This is an optimization exercise on Yosys and OpenROAD, not a production implementation. In this exercise RTL edits were held to simulation tests only and were not proved equivalent to the original. Power figures rest on the tool's default switching activity, not on a simulated workload.

==> flow/design.v <==
module JAM (
input CLK,
input RST,
output [2:0] W,
output [2:0] J,
input [6:0] Cost,
output [3:0] MatchCount,
output [9:0] MinCost,
output Valid );
reg  [7:0] c;
always @(posedge CLK) begin
	if (RST)                 c <= 8'd0;
	else if (c != 8'd138)    c <= c + 8'd1;
end
assign W = c[5:3];
assign J = c[2:0];
assign Valid = c == 8'd138;
wire loading = ~c[7] & ~c[6];
reg [6:0] t0_0, t0_1, t0_2, t0_3, t0_4, t0_5, t0_6, t0_7;
reg [6:0] t1_0, t1_1, t1_2, t1_3, t1_4, t1_5, t1_6, t1_7;
reg [6:0] t2_0, t2_1, t2_2, t2_3, t2_4, t2_5, t2_6, t2_7;
reg [6:0] t3_0, t3_1, t3_2, t3_3, t3_4, t3_5, t3_6, t3_7;
reg [6:0] t4_0, t4_1, t4_2, t4_3, t4_4, t4_5, t4_6, t4_7;
reg [6:0] t5_0, t5_1, t5_2, t5_3, t5_4, t5_5, t5_6, t5_7;
reg [6:0] t6_0, t6_1, t6_2, t6_3, t6_4, t6_5, t6_6, t6_7;
reg [6:0] t7_0, t7_1, t7_2, t7_3, t7_4, t7_5, t7_6, t7_7;
always @(posedge CLK) begin
	t0_0 <= t0_1;
	t0_1 <= t0_2;
	t0_2 <= t0_3;
	t0_3 <= t0_4;
	t0_4 <= t0_5;
	t0_5 <= t0_6;
	t0_6 <= t0_7;
	t0_7 <= (loading && c[5:3] == 3'd0) ? Cost : t0_0;
	t1_0 <= t1_1;
	t1_1 <= t1_2;
	t1_2 <= t1_3;
	t1_3 <= t1_4;
	t1_4 <= t1_5;
	t1_5 <= t1_6;
	t1_6 <= t1_7;
	t1_7 <= (loading && c[5:3] == 3'd1) ? Cost : t1_0;
	t2_0 <= t2_1;
	t2_1 <= t2_2;
	t2_2 <= t2_3;
	t2_3 <= t2_4;
	t2_4 <= t2_5;
	t2_5 <= t2_6;
	t2_6 <= t2_7;
	t2_7 <= (loading && c[5:3] == 3'd2) ? Cost : t2_0;
	t3_0 <= t3_1;
	t3_1 <= t3_2;
	t3_2 <= t3_3;
	t3_3 <= t3_4;
	t3_4 <= t3_5;
	t3_5 <= t3_6;
	t3_6 <= t3_7;
	t3_7 <= (loading && c[5:3] == 3'd3) ? Cost : t3_0;
	t4_0 <= t4_1;
	t4_1 <= t4_2;
	t4_2 <= t4_3;
	t4_3 <= t4_4;
	t4_4 <= t4_5;
	t4_5 <= t4_6;
	t4_6 <= t4_7;
	t4_7 <= (loading && c[5:3] == 3'd4) ? Cost : t4_0;
	t5_0 <= t5_1;
	t5_1 <= t5_2;
	t5_2 <= t5_3;
	t5_3 <= t5_4;
	t5_4 <= t5_5;
	t5_5 <= t5_6;
	t5_6 <= t5_7;
	t5_7 <= (loading && c[5:3] == 3'd5) ? Cost : t5_0;
	t6_0 <= t6_1;
	t6_1 <= t6_2;
	t6_2 <= t6_3;
	t6_3 <= t6_4;
	t6_4 <= t6_5;
	t6_5 <= t6_6;
	t6_6 <= t6_7;
	t6_7 <= (loading && c[5:3] == 3'd6) ? Cost : t6_0;
	t7_0 <= t7_1;
	t7_1 <= t7_2;
	t7_2 <= t7_3;
	t7_3 <= t7_4;
	t7_4 <= t7_5;
	t7_5 <= t7_6;
	t7_6 <= t7_7;
	t7_7 <= (loading && c[5:3] == 3'd7) ? Cost : t7_0;
end
wire [7:0] cn = c + 8'd1;
wire [3:0] on = cn[7] ? {3'b100, cn[2]} : {1'b0, cn[5:3]};
wire [9:0] ohn = 10'd1 << on;
reg  q0_0;
always @(posedge CLK) q0_0 <= ohn[0] | ohn[1] | ohn[2] | ohn[3] | ohn[4] | ohn[5] | ohn[6];
reg  q0_4;
always @(posedge CLK) q0_4 <= ohn[7] | ohn[8] | ohn[9];
reg  q1_0;
always @(posedge CLK) q1_0 <= ohn[7] | ohn[8] | ohn[9];
reg  q1_1;
always @(posedge CLK) q1_1 <= ohn[0] | ohn[1] | ohn[2] | ohn[3] | ohn[4] | ohn[5] | ohn[6];
reg  q2_4;
always @(posedge CLK) q2_4 <= ohn[1] | ohn[4];
reg  q2_5;
always @(posedge CLK) q2_5 <= ohn[2] | ohn[5] | ohn[7];
reg  q2_6;
always @(posedge CLK) q2_6 <= ohn[3] | ohn[6] | ohn[9];
reg  q2_7;
always @(posedge CLK) q2_7 <= ohn[0] | ohn[8];
reg  q3_2;
always @(posedge CLK) q3_2 <= ohn[0] | ohn[1] | ohn[2] | ohn[3] | ohn[7] | ohn[9];
reg  q3_3;
always @(posedge CLK) q3_3 <= ohn[4] | ohn[5] | ohn[6] | ohn[8];
reg  q4_2;
always @(posedge CLK) q4_2 <= ohn[4] | ohn[5] | ohn[6] | ohn[8];
reg  q4_3;
always @(posedge CLK) q4_3 <= ohn[0] | ohn[1] | ohn[2] | ohn[3] | ohn[7] | ohn[9];
reg  q5_1;
always @(posedge CLK) q5_1 <= ohn[7] | ohn[8] | ohn[9];
reg  q5_4;
always @(posedge CLK) q5_4 <= ohn[0] | ohn[2] | ohn[3] | ohn[5] | ohn[6];
reg  q5_7;
always @(posedge CLK) q5_7 <= ohn[1] | ohn[4];
reg  q6_5;
always @(posedge CLK) q6_5 <= ohn[3] | ohn[6] | ohn[9];
reg  q6_6;
always @(posedge CLK) q6_6 <= ohn[0] | ohn[1] | ohn[2] | ohn[4] | ohn[5] | ohn[7] | ohn[8];
reg  q7_5;
always @(posedge CLK) q7_5 <= ohn[0] | ohn[1] | ohn[4] | ohn[8];
reg  q7_7;
always @(posedge CLK) q7_7 <= ohn[2] | ohn[3] | ohn[5] | ohn[6] | ohn[7] | ohn[9];
wire [6:0] m00 = ({7{q0_0}} & t0_0) | ({7{q0_4}} & t0_4);
wire [6:0] m01 = ({7{q1_0}} & t0_0) | ({7{q1_1}} & t0_1);
wire [6:0] m02 = ({7{q2_4}} & t0_4) | ({7{q2_5}} & t0_5) | ({7{q2_6}} & t0_6) | ({7{q2_7}} & t0_7);
wire [6:0] m03 = ({7{q3_2}} & t0_2) | ({7{q3_3}} & t0_3);
wire [6:0] m10 = ({7{q0_0}} & t1_0) | ({7{q0_4}} & t1_4);
wire [6:0] m11 = ({7{q1_0}} & t1_0) | ({7{q1_1}} & t1_1);
wire [6:0] m12 = ({7{q2_4}} & t1_4) | ({7{q2_5}} & t1_5) | ({7{q2_6}} & t1_6) | ({7{q2_7}} & t1_7);
wire [6:0] m13 = ({7{q3_2}} & t1_2) | ({7{q3_3}} & t1_3);
wire [6:0] m20 = ({7{q0_0}} & t2_0) | ({7{q0_4}} & t2_4);
wire [6:0] m21 = ({7{q1_0}} & t2_0) | ({7{q1_1}} & t2_1);
wire [6:0] m22 = ({7{q2_4}} & t2_4) | ({7{q2_5}} & t2_5) | ({7{q2_6}} & t2_6) | ({7{q2_7}} & t2_7);
wire [6:0] m23 = ({7{q3_2}} & t2_2) | ({7{q3_3}} & t2_3);
wire [6:0] m30 = ({7{q0_0}} & t3_0) | ({7{q0_4}} & t3_4);
wire [6:0] m31 = ({7{q1_0}} & t3_0) | ({7{q1_1}} & t3_1);
wire [6:0] m32 = ({7{q2_4}} & t3_4) | ({7{q2_5}} & t3_5) | ({7{q2_6}} & t3_6) | ({7{q2_7}} & t3_7);
wire [6:0] m33 = ({7{q3_2}} & t3_2) | ({7{q3_3}} & t3_3);
wire [6:0] m40 = ({7{q4_2}} & t4_2) | ({7{q4_3}} & t4_3);
wire [6:0] m41 = ({7{q5_1}} & t4_1) | ({7{q5_4}} & t4_4) | ({7{q5_7}} & t4_7);
wire [6:0] m42 = ({7{q6_5}} & t4_5) | ({7{q6_6}} & t4_6);
wire [6:0] m43 = ({7{q7_5}} & t4_5) | ({7{q7_7}} & t4_7);
wire [6:0] m50 = ({7{q4_2}} & t5_2) | ({7{q4_3}} & t5_3);
wire [6:0] m51 = ({7{q5_1}} & t5_1) | ({7{q5_4}} & t5_4) | ({7{q5_7}} & t5_7);
wire [6:0] m52 = ({7{q6_5}} & t5_5) | ({7{q6_6}} & t5_6);
wire [6:0] m53 = ({7{q7_5}} & t5_5) | ({7{q7_7}} & t5_7);
wire [6:0] m60 = ({7{q4_2}} & t6_2) | ({7{q4_3}} & t6_3);
wire [6:0] m61 = ({7{q5_1}} & t6_1) | ({7{q5_4}} & t6_4) | ({7{q5_7}} & t6_7);
wire [6:0] m62 = ({7{q6_5}} & t6_5) | ({7{q6_6}} & t6_6);
wire [6:0] m63 = ({7{q7_5}} & t6_5) | ({7{q7_7}} & t6_7);
wire [6:0] m70 = ({7{q4_2}} & t7_2) | ({7{q4_3}} & t7_3);
wire [6:0] m71 = ({7{q5_1}} & t7_1) | ({7{q5_4}} & t7_4) | ({7{q5_7}} & t7_7);
wire [6:0] m72 = ({7{q6_5}} & t7_5) | ({7{q6_6}} & t7_6);
wire [6:0] m73 = ({7{q7_5}} & t7_5) | ({7{q7_7}} & t7_7);
function [7:0] add7;   
	input [6:0] a, b;
	add7 = a + b;
endfunction
function [9:0] add9;   
	input [8:0] a, b;
	add9 = a + b;
endfunction
function lt10;   
	input [9:0] a, b;
	integer i;
	reg l;
	begin
		l = 1'b0;
		for (i = 0; i < 10; i = i + 1)
			l = (~a[i] & b[i]) | (~(a[i] ^ b[i]) & l);
		lt10 = l;
	end
endfunction
function [12:0] mc9;           
	input [12:0] x, y;
	begin
		if (x[12:4] == y[12:4])                          mc9 = {x[12:4], x[3:0] + y[3:0]};
		else if (lt10({1'b0, x[12:4]}, {1'b0, y[12:4]})) mc9 = x;
		else                                             mc9 = y;
	end
endfunction
function [8:0] blk2;
	input [6:0] ua, ub, va, vb;
	reg [7:0] p, q;
	begin
		p = add7(ua, vb);
		q = add7(ub, va);
		blk2 = {lt10({2'b0, p}, {2'b0, q}) ? p : q, p == q};
	end
endfunction
function [12:0] term;
	input [8:0] x, y;
	reg [1:0] e;
	begin
		e = x[0] + y[0];
		term = {add9({1'b0, x[8:1]}, {1'b0, y[8:1]}), 1'b0, e == 2'd2, e == 2'd1, e == 2'd0};
	end
endfunction
reg  [8:0] xa01;
always @(posedge CLK) xa01 <= blk2(m00, m01, m10, m11);
reg  [8:0] ya01;
always @(posedge CLK) ya01 <= blk2(m20, m21, m30, m31);
reg  [8:0] xa02;
always @(posedge CLK) xa02 <= blk2(m00, m02, m10, m12);
reg  [8:0] ya02;
always @(posedge CLK) ya02 <= blk2(m20, m22, m30, m32);
reg  [8:0] xa03;
always @(posedge CLK) xa03 <= blk2(m00, m03, m10, m13);
reg  [8:0] ya03;
always @(posedge CLK) ya03 <= blk2(m20, m23, m30, m33);
reg  [8:0] xa12;
always @(posedge CLK) xa12 <= blk2(m01, m02, m11, m12);
reg  [8:0] ya12;
always @(posedge CLK) ya12 <= blk2(m21, m22, m31, m32);
reg  [8:0] xa13;
always @(posedge CLK) xa13 <= blk2(m01, m03, m11, m13);
reg  [8:0] ya13;
always @(posedge CLK) ya13 <= blk2(m21, m23, m31, m33);
reg  [8:0] xa23;
always @(posedge CLK) xa23 <= blk2(m02, m03, m12, m13);
reg  [8:0] ya23;
always @(posedge CLK) ya23 <= blk2(m22, m23, m32, m33);
reg  [8:0] xb01;
always @(posedge CLK) xb01 <= blk2(m40, m41, m50, m51);
reg  [8:0] yb01;
always @(posedge CLK) yb01 <= blk2(m60, m61, m70, m71);
reg  [8:0] xb02;
always @(posedge CLK) xb02 <= blk2(m40, m42, m50, m52);
reg  [8:0] yb02;
always @(posedge CLK) yb02 <= blk2(m60, m62, m70, m72);
reg  [8:0] xb03;
always @(posedge CLK) xb03 <= blk2(m40, m43, m50, m53);
reg  [8:0] yb03;
always @(posedge CLK) yb03 <= blk2(m60, m63, m70, m73);
reg  [8:0] xb12;
always @(posedge CLK) xb12 <= blk2(m41, m42, m51, m52);
reg  [8:0] yb12;
always @(posedge CLK) yb12 <= blk2(m61, m62, m71, m72);
reg  [8:0] xb13;
always @(posedge CLK) xb13 <= blk2(m41, m43, m51, m53);
reg  [8:0] yb13;
always @(posedge CLK) yb13 <= blk2(m61, m63, m71, m73);
reg  [8:0] xb23;
always @(posedge CLK) xb23 <= blk2(m42, m43, m52, m53);
reg  [8:0] yb23;
always @(posedge CLK) yb23 <= blk2(m62, m63, m72, m73);
wire [12:0] ta0 = term(xa01, ya23);
wire [12:0] ta1 = term(xa02, ya13);
wire [12:0] ta2 = term(xa03, ya12);
wire [12:0] ta3 = term(xa12, ya03);
wire [12:0] ta4 = term(xa13, ya02);
wire [12:0] ta5 = term(xa23, ya01);
wire [12:0] tb0 = term(xb01, yb23);
wire [12:0] tb1 = term(xb02, yb13);
wire [12:0] tb2 = term(xb03, yb12);
wire [12:0] tb3 = term(xb12, yb03);
wire [12:0] tb4 = term(xb13, yb02);
wire [12:0] tb5 = term(xb23, yb01);
reg  [12:0] pa0;
always @(posedge CLK) pa0 <= mc9(ta0, ta1);
reg  [12:0] pa1;
always @(posedge CLK) pa1 <= mc9(ta2, ta3);
reg  [12:0] pa2;
always @(posedge CLK) pa2 <= mc9(ta4, ta5);
reg  [12:0] fa;
always @(posedge CLK) fa <= mc9(mc9(pa0, pa1), pa2);
reg  [12:0] pb0;
always @(posedge CLK) pb0 <= mc9(tb0, tb1);
reg  [12:0] pb1;
always @(posedge CLK) pb1 <= mc9(tb2, tb3);
reg  [12:0] pb2;
always @(posedge CLK) pb2 <= mc9(tb4, tb5);
reg  [12:0] fb;
always @(posedge CLK) fb <= mc9(mc9(pb0, pb1), pb2);
wire [3:0] pc = fa[3:0] * fb[3:0];
reg  [13:0] tr;
always @(posedge CLK) tr <= {add9(fa[12:4], fb[12:4]), pc};
wire trv = c >= 8'd68 && c <= 8'd137;
reg [9:0] mincost;
reg [3:0] matchcount;
always @(posedge CLK) begin
	if (RST) begin
		mincost    <= 10'd1023;
		matchcount <= 4'd0;
	end else if (trv) begin
		if (lt10(tr[13:4], mincost)) begin
			mincost    <= tr[13:4];
			matchcount <= tr[3:0];
		end else if (tr[13:4] == mincost) begin
			matchcount <= matchcount + tr[3:0];
		end
	end
end
assign MinCost    = mincost;
assign MatchCount = matchcount;
endmodule
==> flow/run.sh <==
#!/bin/bash
# synth_recipe.tcl (not shown) runs the flow's synth.tcl, then flattens the netlist and writes it again
# the make line also repeats each setting of config.mk as NAME=value (left out here)
make -C /OpenROAD-flow-scripts/flow DESIGN_CONFIG=/design/flow/config.mk WORK_HOME=/design/flow/orfs CLKGATE_MAP_FILE= SYNTH_SCRIPT=/design/flow/synth_recipe.tcl finish
==> flow/config.mk <==
export PLATFORM = sky130hd
export DESIGN_NAME = JAM
export DESIGN_NICKNAME = JAM
export VERILOG_FILES = /design/flow/design.v
export SDC_FILE = /design/flow/constraint.sdc
export NUM_CORES = 4
export LEC_CHECK = 0
export CAP_MARGIN = 20
export CORE_MARGIN = 2
export CORE_UTILIZATION = 40
export SLEW_MARGIN = 20
==> flow/constraint.sdc <==
create_clock -name core_clock -period 6.2 [get_ports {CLK}]
set_input_delay 1.2400 -clock core_clock [delete_from_list [all_inputs] [get_ports {CLK}]]
set_output_delay 1.2400 -clock core_clock [all_outputs]
set_load 0.01 [all_outputs]
==> results of run 1 <==
## cell type report
cell class / count / area, um^2
diodes: 5 / 12.5
clock buffers: 115 / 2480
clock inverters: 47 / 704
fillers: 11132 / 65200
inverters: 483 / 1810
multi-input cells: 3395 / 29300
flip-flops and latches: 816 / 16300
well taps: 1536 / 1920
repair buffers: 57 / 517
## kinds of logic (layout without fill, tap and decap cells)
kind of cell | after synthesis | after routing | synth area share
AOI/OAI and AO/OA | 1241 | 1241 | 0.176
xor gates and xnor gates | 346 | 346 | 0.0635
adders and majority gates | 905 | 905 | 0.248
buffers and inverters | 569 | 702 | 0.0454
DFF | 816 | 816 | 0.342
muxes | 269 | 269 | 0.0592
other | 0 | 5 | 0
and+or+nand+nor | 634 | 634 | 0.0656
## registers in the layout, summed over array words and instances (netlist names), 10 cells and up
signal   count
mincost     10
pb2         13
tr          14
fb          13
pa1         13
pa0         13
pb0         13
pa2         13
pb1         13
fa          13
## Yosys cell counts (3+ instances only)
master / count
fa_1: 72
xnor2_1: 220
a21oi_1: 420
o21bai_1: 179
buf_4: 6
a22o_1: 169
a211o_1: 3
or2_2: 12
dfxtp_1: 816
nand4_1: 47
nand3_1: 30
buf_1: 20
a211oi_1: 15
nand2b_1: 34
a31o_2: 39
nor2b_1: 54
nand2_1: 160
xor2_1: 126
o21ai_0: 110
a222oi_1: 28
and2_1: 14
nor2_1: 172
a22oi_1: 57
nor2_2: 7
a31oi_1: 9
nor4_1: 5
buf_2: 7
nor4bb_1: 3
inv_1: 482
o21ai_2: 11
mux2i_1: 163
o31a_1: 7
nor3_1: 52
o21ai_1: 5
a21oi_2: 7
mux2_2: 106
ha_1: 833
o41ai_1: 11
nor3b_1: 29
clkbuf_1: 52
a21o_1: 150
o21a_1: 7
## how the worst min path moves through the flow
stage,startpoint,to,slack (ns)
finish,t3_3[1],t3_2[1],0.32
global route,t3_1[1],t3_0[1],0.33
global placement,t5_1[2],t5_0[2],0.33
detailed placement,t2_5[0],t2_4[0],0.34
floorplan,t7_1[6],t7_0[6],0.33
CTS,t3_1[4],t3_0[4],0.32
## where the power goes
group / switching (uW) / internal, uW
clock network: 2300 / 3340
registers: 338 / 5760
logic: 2780 / 2130
## stage by stage
step,hold WS [ns],instance area (um^2),util
after floorplan,0.330,47800,-
after global placement,0.332,49800,0.422
after detailed placement,0.337,49900,0.422
after CTS,0.322,53000,0.449
after global routing,0.331,53000,0.449
final,0.319,53100,0.449
## routing by layer
metal,wire (um),GRT usage
met5,24,0
met4,3130,0.0581
met3,7940,0.0298
met2,56200,0.331
met1,64600,0.313
==> results.tsv, run 1 <==
stage	metric	value	unit
status	outcome	timing/DRC/antenna clean	
floorplan	core box area	118000	um^2
clock_tree	# Post-CTS Setup Buffers	0	
critical_path	crit-path most repeated cell	a21oi_1	
cells_and_area	Area growth syn-to-layout	11.1	%
synth	number of synthesized register bits	816	
critical_path	CP startpoint kind	register	
routing	Via density	5.33	
floorplan	die footprint	122000	um^2
critical_path	Reg-to-Reg Start	q5_7	
cells_and_area	most common cell after layout, fill and taps aside	ha_1	
placed_design	GP Congestion	0.936	
synth	Avg Inst Size Synth	9.99	um^2
timing	Max Clk Rate	209	MHz
synth	Cell Area, Synth	47800	um^2
floorplan	IO Count	30	
timing	Final min period	4.78	ns
timing	RSZ-0062 raised after global routing	no	
critical_path	R2R Path End	yb13[1]	
timing	pins over their slew limit	0	
synth	syn_nets	5694	
timing	crit share post-route	0.771	
synth	ys async rst share	0	
pwr	Tot Pwr	16700	uW
clock_tree	CTS max path bufs	3	
critical_path	worst path arrival time	5.34	ns
routing	via count	34373	
placed_design	dpl cells	6287	
critical_path	Critical Path, Cell by Cell	buf_4, a222oi_1, inv_1, ha_1, a21o_1, a21oi_1, o21bai_1, a21oi_1, o21bai_1, a21oi_1, ha_1, a21oi_1, nand2_1, mux2_2	
critical_path	Critical-path top delay cell	a222oi_1	
clock_tree	hold_buf cts	0	
global_route	GRT overflow	0	
critical_path	Critical Path Stages	14	
critical_path	CP Capture Type	register	
placed_design	DP HPWL	107	mm
clock_tree	Root Driver	clkbuf_16	
job	Max Cap Viol	0	
routing	drt drc	0	
timing	Fin. Hold Viols	0	
synth	Synth cell types	69	
timing	setup TNS after final layout	0	ns
critical_path	CP Class	reg -> reg	
clock_tree	clock-pin slew on the worst setup and hold paths	0.07	ns
critical_path	R2R depth	14	
critical_path	reg2reg setup slack	1.42	ns
critical_path	Max stage delay on crit path	0.79	ns
timing	setup violators final	0	
floorplan	DIE WIDTH	350	um
global_route	all-layer global routing usage	0.215	
timing	Worst slew margin	0.198	
min_path	WHS Path Cells	0	
synth	synth warn	1	
synth	number of synthesized flops with an enable pin	0	
synth	Area contributors post-synth	dfxtp_1, ha_1, a21oi_1, xnor2_1, inv_1	
routing	Wirelength per Cell	20.4	um
critical_path	Top delay family on crit path	compound AO/OA/AOI/OAI gates	
routing	drt first pass iters	7	
global_route	largest net degree at the start of global routing	65	
synth	post-synthesis cell count	4780	
cells_and_area	most frequent cells in the layout	ha_1, dfxtp_1, inv_1, a21oi_1, xnor2_1	
placed_design	DP Worst Slack	1.49	ns
pwr	VDD IR max	0.000223	V
routing	Post-DRT Antenna Nets	0	
cells_and_area	Finished Layout Cells	6454	
synth	area leader, netlist	dfxtp_1	
routing	final wirelength	132	mm
floorplan	Rows	126	
floorplan	Die Y	350	um
clock_tree	cts bufs inserted	88	
floorplan	Initial Utilization	0.404	
clock_tree	CTS tree	yes	
pwr	Leakage	0.0263	uW
critical_path	Req. time, crit path	6.76	ns
critical_path	worst-path maximum fanout	25	
pwr	power density cells	314	nW/um^2
placed_design	PortBufs	29	
global_route	first-pass GRT wire length	200	mm
timing	Worst-Margin Slew	1.19	ns
min_path	worst hold path class	reg -> reg	
global_route	initial antenna violation count	14	
critical_path	CP Capture Point	yb13[1]	
synth	area share of the largest cell type after synthesis	0.342	
critical_path	CP Launch Point	q5_7	
cells_and_area	Layout Nets	5755	
routing	initial DRC count	2543	
clock_tree	CTS sink cnt	816	
clock_tree	clock latency at the later pin of the worst-skew pair	0.69	ns
cells_and_area	layout cells sized above 1	0.0786	
critical_path	WP buf/inv	2	
clock_tree	H-tree levels	3	
clock_tree	# resized after CTS	0	
synth	Primary FF master, synth	dfxtp_1	
global_route	vias in the first global route	33329	
timing	clock skew	0.0486	ns
timing	slack of the critical path	1.42	ns
synth	sequential fraction of the synthesis area	0.342	
==> run 2, diff against run 1 <==
--- a/flow/design.v
+++ b/flow/design.v
@@ -173,14 +173,7 @@
 endfunction
 function lt10;   
 	input [9:0] a, b;
-	integer i;
-	reg l;
-	begin
-		l = 1'b0;
-		for (i = 0; i < 10; i = i + 1)
-			l = (~a[i] & b[i]) | (~(a[i] ^ b[i]) & l);
-		lt10 = l;
-	end
+	lt10 = a < b;
 endfunction
 function [12:0] mc9;           
 	input [12:0] x, y;
==> run 2 against run 1 <==
Design area fell by 0.95%. Fmax down 3.9%. Clock power hardly changed. Flip-flop and latch count unchanged. Critical path type unchanged. Via count rose by 0.70%. Count of clock-buffer cells in the layout is 3 lower. Synthesized area shrank 1.0%. Routed wire length rose by 2.1%. Synthesized cell count increased by 1.2%. Critical path depth increased by 3. Non-clock buffer count rose by 19. Worst hold slack got worse by 0.0080 ns. Still clean on timing, DRC and antenna.
==> results.tsv, run 2 <==
stage	metric	value	unit	change
status	outcome	timing/DRC/antenna clean		
synth	Primary FF master, synth	dfxtp_1		
cells_and_area	Largest Register	tr		
timing	crit share post-route	0.802		+0.0313
floorplan	IO Count	30		unchanged
clock_tree	# Post-CTS Setup Buffers	0		unchanged
synth	Area contributors post-synth	dfxtp_1, ha_1, a21oi_1, inv_1, xnor2_1		
cells_and_area	Area growth syn-to-layout	11.2	%	about the same
critical_path	CP Capture Type	register		
synth	area share of the largest cell type after synthesis	0.346		+0.00359
min_path	WHS Path Cells	0		unchanged
placed_design	DP HPWL	110	mm	+3.2%
min_path	Min-Delay Startpoint	t7_4[0]		
timing	RSZ-0062 raised after global routing	no		
min_path	worst hold path class	reg -> reg		
global_route	vias in the first global route	34187		+2.6%
synth	count leader, synth	dfxtp_1		
critical_path	Reg-to-Reg Start	q2_4		
synth	Post-synth top cells	dfxtp_1, ha_1, inv_1		
floorplan	die footprint	121000	um^2	-1.0%
critical_path	R2R Path End	xb01[5]		
min_path	Hold Path Sink	t7_3[0]		
synth	synth warn	1		unchanged
clock_tree	# resized after CTS	0		unchanged
timing	Final min period	4.97	ns	+0.194 ns
routing	initial DRC count	2431		-4.4%
timing	clock skew	0.0772	ns	+0.0286 ns
synth	Avg Inst Size Synth	9.77	um^2	-2.2%
clock_tree	CTS sink cnt	816		unchanged
critical_path	Max stage delay on crit path	0.72	ns	-0.07 ns
timing	worst hold slack	0.311	ns	-0.00795 ns
critical_path	CP Class	reg -> reg		
floorplan	Rows	126		unchanged
timing	Max Clk Rate	201	MHz	-3.9%
floorplan	core box area	118000	um^2	-0.53%
routing	Post-DRT Antenna Nets	0		unchanged
synth	number of synthesized flops with an enable pin	0		unchanged
synth	Synth cell types	69		unchanged
global_route	first-pass GRT wire length	205	mm	+2.2%
clock_tree	CTS max path bufs	3		unchanged
critical_path	worst path arrival time	5.51	ns	+0.17 ns
synth	area leader, netlist	dfxtp_1		
clock_tree	clock-pin slew on the worst setup and hold paths	0.06	ns	about the same
placed_design	PortBufs	29		unchanged
cells_and_area	most frequent cells in the layout	dfxtp_1, ha_1, inv_1, a21oi_1, nor2_1		
placed_design	DP Worst Slack	1.27	ns	-0.226 ns
timing	setup TNS after final layout	0	ns	unchanged
clock_tree	H-tree levels	3		unchanged
routing	Via density	5.33		about the same
clock_tree	CTS tree	yes		
routing	via count	34615		+0.70%
synth	Cell Area, Synth	47300	um^2	-1.0%
routing	Wirelength per Cell	20.7	um	+1.4%
floorplan	Die Y	348	um	-0.51%
critical_path	CP startpoint kind	register		
pwr	VDD IR max	0.000262	V	+17%
job	Max Cap Viol	0		unchanged
routing	final wirelength	135	mm	+2.1%
timing	Worst-Margin Slew	1.01	ns	-0.180 ns
critical_path	reg2reg setup slack	1.23	ns	-0.19 ns
clock_tree	clock latency at the later pin of the worst-skew pair	0.70	ns	about the same
global_route	initial antenna violation count	6		-8
pwr	Leakage	0.0260	uW	-0.96%
synth	sequential fraction of the synthesis area	0.346		+0.00359
critical_path	worst-path maximum fanout	33		+32%
global_route	largest net degree at the start of global routing	64		-1.5%
timing	setup violators final	0		unchanged
floorplan	DIE WIDTH	348	um	-0.51%
clock_tree	cts bufs inserted	88		unchanged
synth	ys async rst share	0		unchanged
critical_path	Req. time, crit path	6.74	ns	-0.02 ns
cells_and_area	most common cell after layout, fill and taps aside	dfxtp_1		
placed_design	GP Congestion	0.958		+2.3%
global_route	all-layer global routing usage	0.222		+0.00653
clock_tree	Root Driver	clkbuf_16		
critical_path	Critical-path top delay cell	a222oi_1		
global_route	GRT overflow	0		unchanged
routing	drt drc	0		unchanged
synth	post-synthesis cell count	4839		+1.2%
routing	drt first pass iters	6		-1
timing	Fin. Hold Viols	0		unchanged
clock_tree	hold_buf cts	0		unchanged
cells_and_area	number of fill cells	11175		+0.39%
pwr	power density cells	342	nW/um^2	+8.9%
critical_path	Critical Path, Cell by Cell	buf_4, a222oi_1, inv_1, ha_1, a21o_1, a21oi_1, o21ai_0, a21oi_1, xor2_1, inv_1, ha_1, a21o_1, a21o_1, a21oi_1, o21ai_0, buf_4, mux2_2		
cells_and_area	layout cells sized above 1	0.0696		-0.00900
critical_path	R2R depth	17		+3
synth	number of synthesized register bits	816		unchanged
synth	syn_nets	5719		+0.44%
timing	pins over their slew limit	0		unchanged
cells_and_area	max reg flops	14		unchanged
timing	Worst slew margin	0.323		+0.125
timing	slack of the critical path	1.23	ns	-0.194 ns
floorplan	Initial Utilization	0.402		-0.00205
cells_and_area	Layout Nets	5771		+0.28%
## run 2: power by group
group          internal, uW  switching (uW)  leakage [uW]  total (uW)
logic                  2590            3490        0.0178        6070
clock network          3320            2290       0.00152        5610
registers              5860             419       0.00670        6280
total                 11800            6200        0.0260       18000
## run 2: per-layer routing
metal | GRT usage | vias up | share of wire
li1 | - | 17201 | -
met1 | 0.305 | 16424 | 0.47
met2 | 0.362 | 827 | 0.45
met3 | 0.0293 | 163 | 0.059
met4 | 0.0622 | 0 | 0.025
met5 | 0 | - | 0
## run 2: kinds of logic (layout without fill, tap and decap cells)
| kind of cell | after synthesis | in the layout | share of synthesized area |
|---|---|---|---|
| other | 0 | 1 | 0 |
| flip-flops | 816 | 816 | 0.346 |
| AO/OA/AOI/OAI | 1298 | 1298 | 0.179 |
| multiplexers | 257 | 257 | 0.0577 |
| XOR/XNOR | 335 | 335 | 0.0621 |
| buffers and inverters | 600 | 720 | 0.0487 |
| adder cells (fa/ha/maj) | 871 | 871 | 0.242 |
| AND/OR/NAND/NOR | 662 | 662 | 0.0646 |
## run 2: layout make-up
cell class,count,area [um^2],area share
flip-flops and latches,816,16300,0.311
clock inverters,46,737,0.0140
inverters,486,1820,0.0347
diodes,1,2.50,0.0000476
well taps,1536,1920,0.0366
multi-input cells,3423,28600,0.545
repair buffers,76,653,0.0124
clock buffers,112,2430,0.0463
## run 2: how the worst max path moves through the flow
stage                     startpoint      end  slack [ns]  cells after the start
after floorplan                 q2_4  xb12[3]        2.33                     18
after global placement          q2_4  yb12[5]        1.32                     16
after detailed placement        q2_4  yb13[5]        1.27                     16
after CTS                       q2_4  yb13[5]        1.18                     16
after global routing            q2_4  xb01[5]        0.89                     17
final                           q2_4  xb01[5]        1.23                     17
## run 2: stage by stage
step	utilization	instance area, um^2	power, uW	cells
floorplan	-	47300	10900	4839
global placement	0.420	49400	12400	6336
detailed placement	0.420	49400	12500	6336
CTS	0.447	52500	18100	6494
global route	0.447	52500	19200	6495
finish	0.447	52600	18000	6496
## run 2: worst max-delay path, delay by kind of cell (launching register included)
family | cells | cell delay [ns]
flops | 1 | 0.56
mux | 1 | 0.27
compound gates | 9 | 2.06
fa+ha+maj | 2 | 0.69
xor+xnor | 1 | 0.24
buf+inv | 4 | 0.96

port drivers added, routing unchanged:
Ports are ideal in the flow. The routed layouts listed here were re-timed in OpenROAD.
Step 1: set_driving_cell puts a clkbuf_16 on CLK and a buf_2 on each other input, an assumption about the parent block.
Step 2, shift: input delay + t, output delay - t, t = (earliest + latest rising clock arrival at the registers) / 2. This alone moves slack from input paths to output paths.
Slacks: no drivers / after step 1 / after step 2; pairs: no drivers / after step 1.
| run | t, ns | slack for setup (ns) | worst setup path at the end | cell pins on the clock port's net |
|---|---|---|---|---|
| run 1 | 0.738 | 1.421 / 1.421 / 1.421 | register to register | 1 |
| run 2 | 0.740 | 1.227 / 1.227 / 1.227 | register to register | 1 |
After both steps setup and hold are still met in every run listed.
